Context: an optimization exercise on an open-source flow, tuned for small area and a short achievable clock period. The choices shown serve that exercise and are no tape-out recipe.
Where RTL was checked, it was by simulation tests only, not by an equivalence proof against the original.

==> inputs of run Y <==
Design DCT_Custom_Instruction, start of the top module:
module DCT_Custom_Instruction(clk,
                              reset,
                              dataa,
                              n,
                              clk_en,
                              start,
                              done,
                              result);
Settings: LEC_CHECK=0, CAP_MARGIN=20, CORE_MARGIN=2, CORE_UTILIZATION=40, SLEW_MARGIN=20, SYNTH_HIERARCHICAL=1, SYNTH_MINIMUM_KEEP_SIZE=0; clock period 16.0 ns.
run.sh (not shown) runs the stock make flow with config.mk's settings and CLKGATE_MAP_FILE= SYNTH_SCRIPT=/design/flow/synth_recipe.tcl, a recipe that flattens the netlist after the stock synthesis.
==> run E (differences from run Y) <==
==> flow/flow/run.sh (new file) <==
#!/bin/bash
set -o pipefail
export SETUP_SLACK_MARGIN=8
bash standard.sh finish > standard.log 2>&1
==> flow/standard.sh (new file) <==
#!/bin/bash
# synth_recipe.tcl (not shown) runs the flow's synth.tcl, then flattens the netlist and writes it again
# the make line also repeats each setting of config.mk as NAME=value (left out here)
make -C /OpenROAD-flow-scripts/flow DESIGN_CONFIG=/design/flow/config.mk WORK_HOME=/design/flow/orfs CLKGATE_MAP_FILE= SYNTH_SCRIPT=/design/flow/synth_recipe.tcl "${@:-finish}"
removed: flow/run.sh
==> notes <==
Run Y ran to the end with no violations. Run E produced a clean layout.
In die area, run E and run Y do not differ.
Against run Y, the worst hold slack of run E is worse by 0.0060 ns.
Between run E and run Y, the lower via count is in run Y (gap 1.2%, measured against run Y).
Of run Y and run E, run E has the higher fmax (gap 15%, measured against run E).
In synthesized cell count, run E and run Y do not differ.
In synthesized area, run E and run Y do not differ.
Against run Y, the register-to-register slack of run E is better by 0.10 ns.

========
==> inputs of v18 <==
DCT_Custom_Instruction, a different RTL version from the one above (not shown whole).
==> flow/design.v (excerpt) <==
module DCT_Custom_Instruction(clk,
                              reset,
                              dataa,
                              n,
                              clk_en,
                              start,
                              done,
                              result);
  input clk;
  input reset;
  input signed [31:0] dataa;
  input [4:0] n;
  input clk_en;
  input start;
  output done;
  output signed [31:0] result;
  reg [32:0] y8, y7, y6, y5;
  reg [32:1] xh0, xh1, xh2, xh3;
  wire [32:0] x0 = {xh0, y8[0]}, x1 = {xh1, y7[0]}, x2 = {xh2, y6[0]}, x3 = {xh3, y5[0]};
  reg done_delay;
  localparam NR = 4;
  wire read = n[4] | n[3];
  assign done = read ? done_delay : start;
  always @(posedge clk or posedge reset) begin
    if (reset)
      done_delay <= 1'b0;
    else
      done_delay <= start & read;
  end
  wire we = start & clk_en & ~read;
  wire first = ~n[0];
  wire p0 = (n[2:0] == 3'd0) | (n[2:0] == 3'd7);
  wire p1 = (n[2:0] == 3'd1) | (n[2:0] == 3'd6);
  wire p2 = (n[2:0] == 3'd2) | (n[2:0] == 3'd5);
  wire p3 = (n[2:0] == 3'd3) | (n[2:0] == 3'd4);
  wire [32:0] ys = ({33{p0}} & y8) | ({33{p1}} & y7) | ({33{p2}} & y6) | ({33{p3}} & y5);
  wire [32:0] xs = ({33{p0}} & x0) | ({33{p1}} & x1) | ({33{p2}} & x2) | ({33{p3}} & x3);
  wire second = n[0];
  wire [32:0] fm = {33{first}};
  wire [32:0] vx = {dataa[31], dataa};
  wire [32:0] yh = {ys[32], ys[32:1]};
  wire [32:0] xh = {xs[32], xs[32:1]};
  wire par = ys[0];
  wire [32:0] ya = vx, yb = yh, yc = xh ^ fm;
  wire [32:0] xa = vx ^ ~fm, xb = yh ^ fm, xc = xh;
  ...
==> flow/config.mk <==
export PLATFORM = sky130hd
export DESIGN_NAME = DCT_Custom_Instruction
export DESIGN_NICKNAME = DCT_Custom_Instruction
export VERILOG_FILES = /design/flow/design.v
export SDC_FILE = /design/flow/constraint.sdc
export NUM_CORES = 4
export LEC_CHECK = 0
export CAP_MARGIN = 20
export CORE_MARGIN = 2
export CORE_UTILIZATION = 40
export SLEW_MARGIN = 20
export SYNTH_HIERARCHICAL = 1
export SYNTH_MINIMUM_KEEP_SIZE = 0
==> flow/constraint.sdc <==
create_clock -name core_clock -period 16.0 [get_ports {clk}]
set_input_delay 3.2000 -clock core_clock [delete_from_list [all_inputs] [get_ports {clk}]]
set_output_delay 3.2000 -clock core_clock [all_outputs]
set_load 0.01 [all_outputs]
standard.sh (not shown) runs the stock make flow with config.mk's settings and CLKGATE_MAP_FILE= SYNTH_SCRIPT=/design/flow/synth_recipe.tcl, a recipe that flattens the netlist after the stock synthesis.
==> flow/flow/run.sh <==
#!/bin/bash
set -o pipefail
export SETUP_SLACK_MARGIN=8
bash standard.sh finish > standard.log 2>&1
==> v1: changes against v18 <==
--- a/flow/design.v
+++ b/flow/design.v
@@ -1832,19 +1832,23 @@
   DCT_FA f394 (.a(c650), .b(c652), .c(c654), .s(s787), .co(c788));
   wire s789, c790;
   DCT_FA f395 (.a(s661), .b(s663), .c(s665), .s(s789), .co(c790));
   wire s791, c792;
   DCT_FA f396 (.a(c656), .b(c658), .c(c660), .s(s791), .co(c792));
   assign rows = {c788, c784, c780, c776, c772, c768, c764, c760, c756, c752, c748, c744, c740, c736, c732, c728, c724, c720, c716, c712, c708, c704, c700, s699, c692, c688, s687, c680, c676, s675, c668, s667, c786, c782, c778, c774, c770, c766, c762, c758, c754, c750, c746, c742, c738, c734, c730, c726, c722, c718, c714, c710, c706, s707, s703, c696, s695, s691, c684, s683, s679, c672, s671, k_0_0, s791, s787, s783, s779, s775, s771, s767, s763, s759, s755, s751, s747, s743, s739, s735, s731, s727, s723, s719, s715, s711, s705, c698, c694, s693, c686, c682, s681, c674, c670, s669, r_D0_0, s789, s785, s781, s777, s773, s769, s765, s761, s757, s753, s749, s745, s741, s737, s733, s729, s725, s721, s717, s713, s709, c702, s701, s697, c690, s689, s685, c678, s677, s673, k_1_0, r_C0_0};
   reg [NR*32-1:0] pr;
-  reg col, even;
+  reg sh0, sh3, sh10, sh13;
+  wire col = n[4] & ~n[3];
+  wire even = t1 | t5;
   always @(posedge clk) begin
     pr <= rows;
-    col <= n[4] & ~n[3];
-    even <= t1 | t5;
+    sh0 <= even & ~col;
+    sh3 <= even & col;
+    sh10 <= ~even & ~col;
+    sh13 <= ~even & col;
   end
   wire [31:0] fa_, fb_;
   wire [31:0] fs1, fc1;
   genvar g1;
   generate for (g1 = 0; g1 < 32; g1 = g1 + 1) begin : l1
     wire [31:0] x = pr[31:0], y = pr[63:32], z = pr[95:64];
     DCT_FA u (.a(x[g1]), .b(y[g1]), .c(z[g1]), .s(fs1[g1]), .co(fc1[g1]));
@@ -1854,9 +1858,10 @@
   generate for (g2 = 0; g2 < 32; g2 = g2 + 1) begin : l2
     wire [31:0] x = pr[127:96], y = fs1, z = {fc1[30:0], 1'b0};
     DCT_FA u (.a(x[g2]), .b(y[g2]), .c(z[g2]), .s(fs2[g2]), .co(fc2[g2]));
   end endgenerate
   assign fa_ = fs2;
   assign fb_ = {fc2[30:0], 1'b0};
   wire signed [31:0] s = fa_ + fb_;
-  assign result = even ? (col ? (s >>> 3) : s) : (col ? (s >>> 13) : (s >>> 10));
+  wire [31:0] q3 = s >>> 3, q10 = s >>> 10, q13 = s >>> 13;
+  assign result = ({32{sh0}} & s) | ({32{sh3}} & q3) | ({32{sh10}} & q10) | ({32{sh13}} & q13);
 endmodule
==> flow/flow/run.sh (replaced) <==
#!/bin/bash
set -o pipefail
export SETUP_SLACK_MARGIN=8
bash standard.sh "BUFFER_PORTS_ARGS=-buffer_cell sky130_fd_sc_hd__buf_4" finish > standard.log 2>&1
==> flow/config.mk (replaced) <==
export PLATFORM = sky130hd
export DESIGN_NAME = DCT_Custom_Instruction
export DESIGN_NICKNAME = DCT_Custom_Instruction
export VERILOG_FILES = /design/flow/design.v
export SDC_FILE = /design/flow/constraint.sdc
export NUM_CORES = 4
export LEC_CHECK = 0
export CAP_MARGIN = 20
export CORE_MARGIN = 2
export CORE_UTILIZATION = 55
export PLACE_DENSITY = 0.65
export SLEW_MARGIN = 20
export SYNTH_HIERARCHICAL = 1
export SYNTH_MINIMUM_KEEP_SIZE = 0
==> v28: changes against v18 <==
==> flow/config.mk (replaced) <==
export PLATFORM = sky130hd
export DESIGN_NAME = DCT_Custom_Instruction
export DESIGN_NICKNAME = DCT_Custom_Instruction
export VERILOG_FILES = /design/flow/design.v
export SDC_FILE = /design/flow/constraint.sdc
export NUM_CORES = 4
export LEC_CHECK = 0
export CAP_MARGIN = 20
export CORE_MARGIN = 2
export CORE_UTILIZATION = 55
export PLACE_DENSITY = 0.65
export SLEW_MARGIN = 20
export SYNTH_HIERARCHICAL = 1
export SYNTH_MINIMUM_KEEP_SIZE = 0
==> run summary <==
Final cell count: v18 > v28 > v1. Of v28 and v18, v28 has the higher via count (gap about 2%, measured against v18). In v28 the worst setup slack is higher than in v18, by 0.10 ns. The lowest routed wire length belongs to v28, the highest to v1. Between v18 and v1, the lower count of clock-buffer cells in the layout is in v1 (gap 1).
The RTL of v18 and v28 was laid out without a check of its function.

========
==> job 8356: inputs <==
DCT_Custom_Instruction with an RTL version that a note above also has.
export LEC_CHECK = 0
export CAP_MARGIN = 20
export CORE_MARGIN = 2
export CORE_UTILIZATION = 65
export PLACE_DENSITY = 0.75
export SLEW_MARGIN = 20
export SYNTH_HIERARCHICAL = 1
export SYNTH_MINIMUM_KEEP_SIZE = 0
create_clock -name core_clock -period 16.0 [get_ports {clk}]
==> flow/flow/run.sh <==
#!/bin/bash
set -o pipefail
export SETUP_SLACK_MARGIN=8
bash standard.sh "BUFFER_PORTS_ARGS=-buffer_cell sky130_fd_sc_hd__buf_4" finish > standard.log 2>&1
==> job 6915: changes against job 8356 <==
--- a/flow/config.mk
+++ b/flow/config.mk
@@ -5,10 +5,11 @@
 export SDC_FILE = /design/flow/constraint.sdc
 export NUM_CORES = 4
 export LEC_CHECK = 0
+export ABC_AREA = 1
 export CAP_MARGIN = 20
 export CORE_MARGIN = 2
-export CORE_UTILIZATION = 65
-export PLACE_DENSITY = 0.75
+export CORE_UTILIZATION = 55
+export PLACE_DENSITY = 0.65
 export SLEW_MARGIN = 20
 export SYNTH_HIERARCHICAL = 1
 export SYNTH_MINIMUM_KEEP_SIZE = 0
==> qor summary <==
quantity	job 8356	job 6915
Critical Path Start Type	register	input port
Result of the run	timing/DRC/antenna clean	timing/DRC/antenna clean
Non-clock inverter count in the final layout	184	551
Area added between synthesis and finish	8.129%	9.367%
Slew of the pin with the lowest slew margin	1.261 ns	1.183 ns
Clock insertion delay at the later pin of the skew report	0.61 ns	0.63 ns
Util after Layout	70.83%	60.74%
Grt met3 use	20.02%	15.92%
Compound-gate portion of the synthesized area	21.37%	16.43%
Worst rel slew slack	15.92%	20.42%
Global placer's final weighted congestion	1.032	1.006
Number of buffer and inverter stages on the critical path	1	5
Sequential fraction of total cell area	22.54%	21.17%
Fraction of final layout cells sized beyond drive strength 1	7.499%	7.443%
Final cell count without fillers	4554	5585
End point of the critical path	result[25]	pr[15]
Taps Inserted	765	950
Routed vias	32740	35640
Placed insts	4465	5494
Mapped Avg Cell Area	9.910 µm²	8.593 µm²

static timing again, ports no longer ideal:
Ports are ideal in the flow. The routed layouts listed here were re-timed in OpenROAD.
Step 1, drivers: a clkbuf_16 drives clk and a buf_2 each remaining input, both assumed.
Step 2, shift: input delay + t, output delay - t, t = (earliest + latest rising clock arrival at the registers) / 2. This alone moves slack from input paths to output paths.
Three values: ideal, step 1, step 2; two values: the first two.
| run | t (ns) | slack for setup (ns) | worst slew at a driven data input, ns |
|---|---|---|---|
| run Y | 0.678 | 6.219 / 6.238 / 5.560 | 0.04 |
| run E | 0.687 | 7.672 / 7.603 / 7.418 | 0.04 |
| v18 | 0.672 | 7.943 / 7.874 / 7.545 | 0.06 |
| v1 | 0.649 | 8.079 / 8.022 / 7.538 | 0.06 |
| v28 | 0.642 | 8.044 / 7.985 / 7.492 | 0.08 |
| job 8356 | 0.645 | 7.897 / 7.837 / 7.420 | 0.21 |
| job 6915 | 0.669 | 7.980 / 7.993 / 7.324 | 0.06 |
After both steps setup and hold are still met in every run listed. For run Y, which loses most, drivers alone change the setup slack by +0.019 ns; drivers and shift together by -0.659 ns.
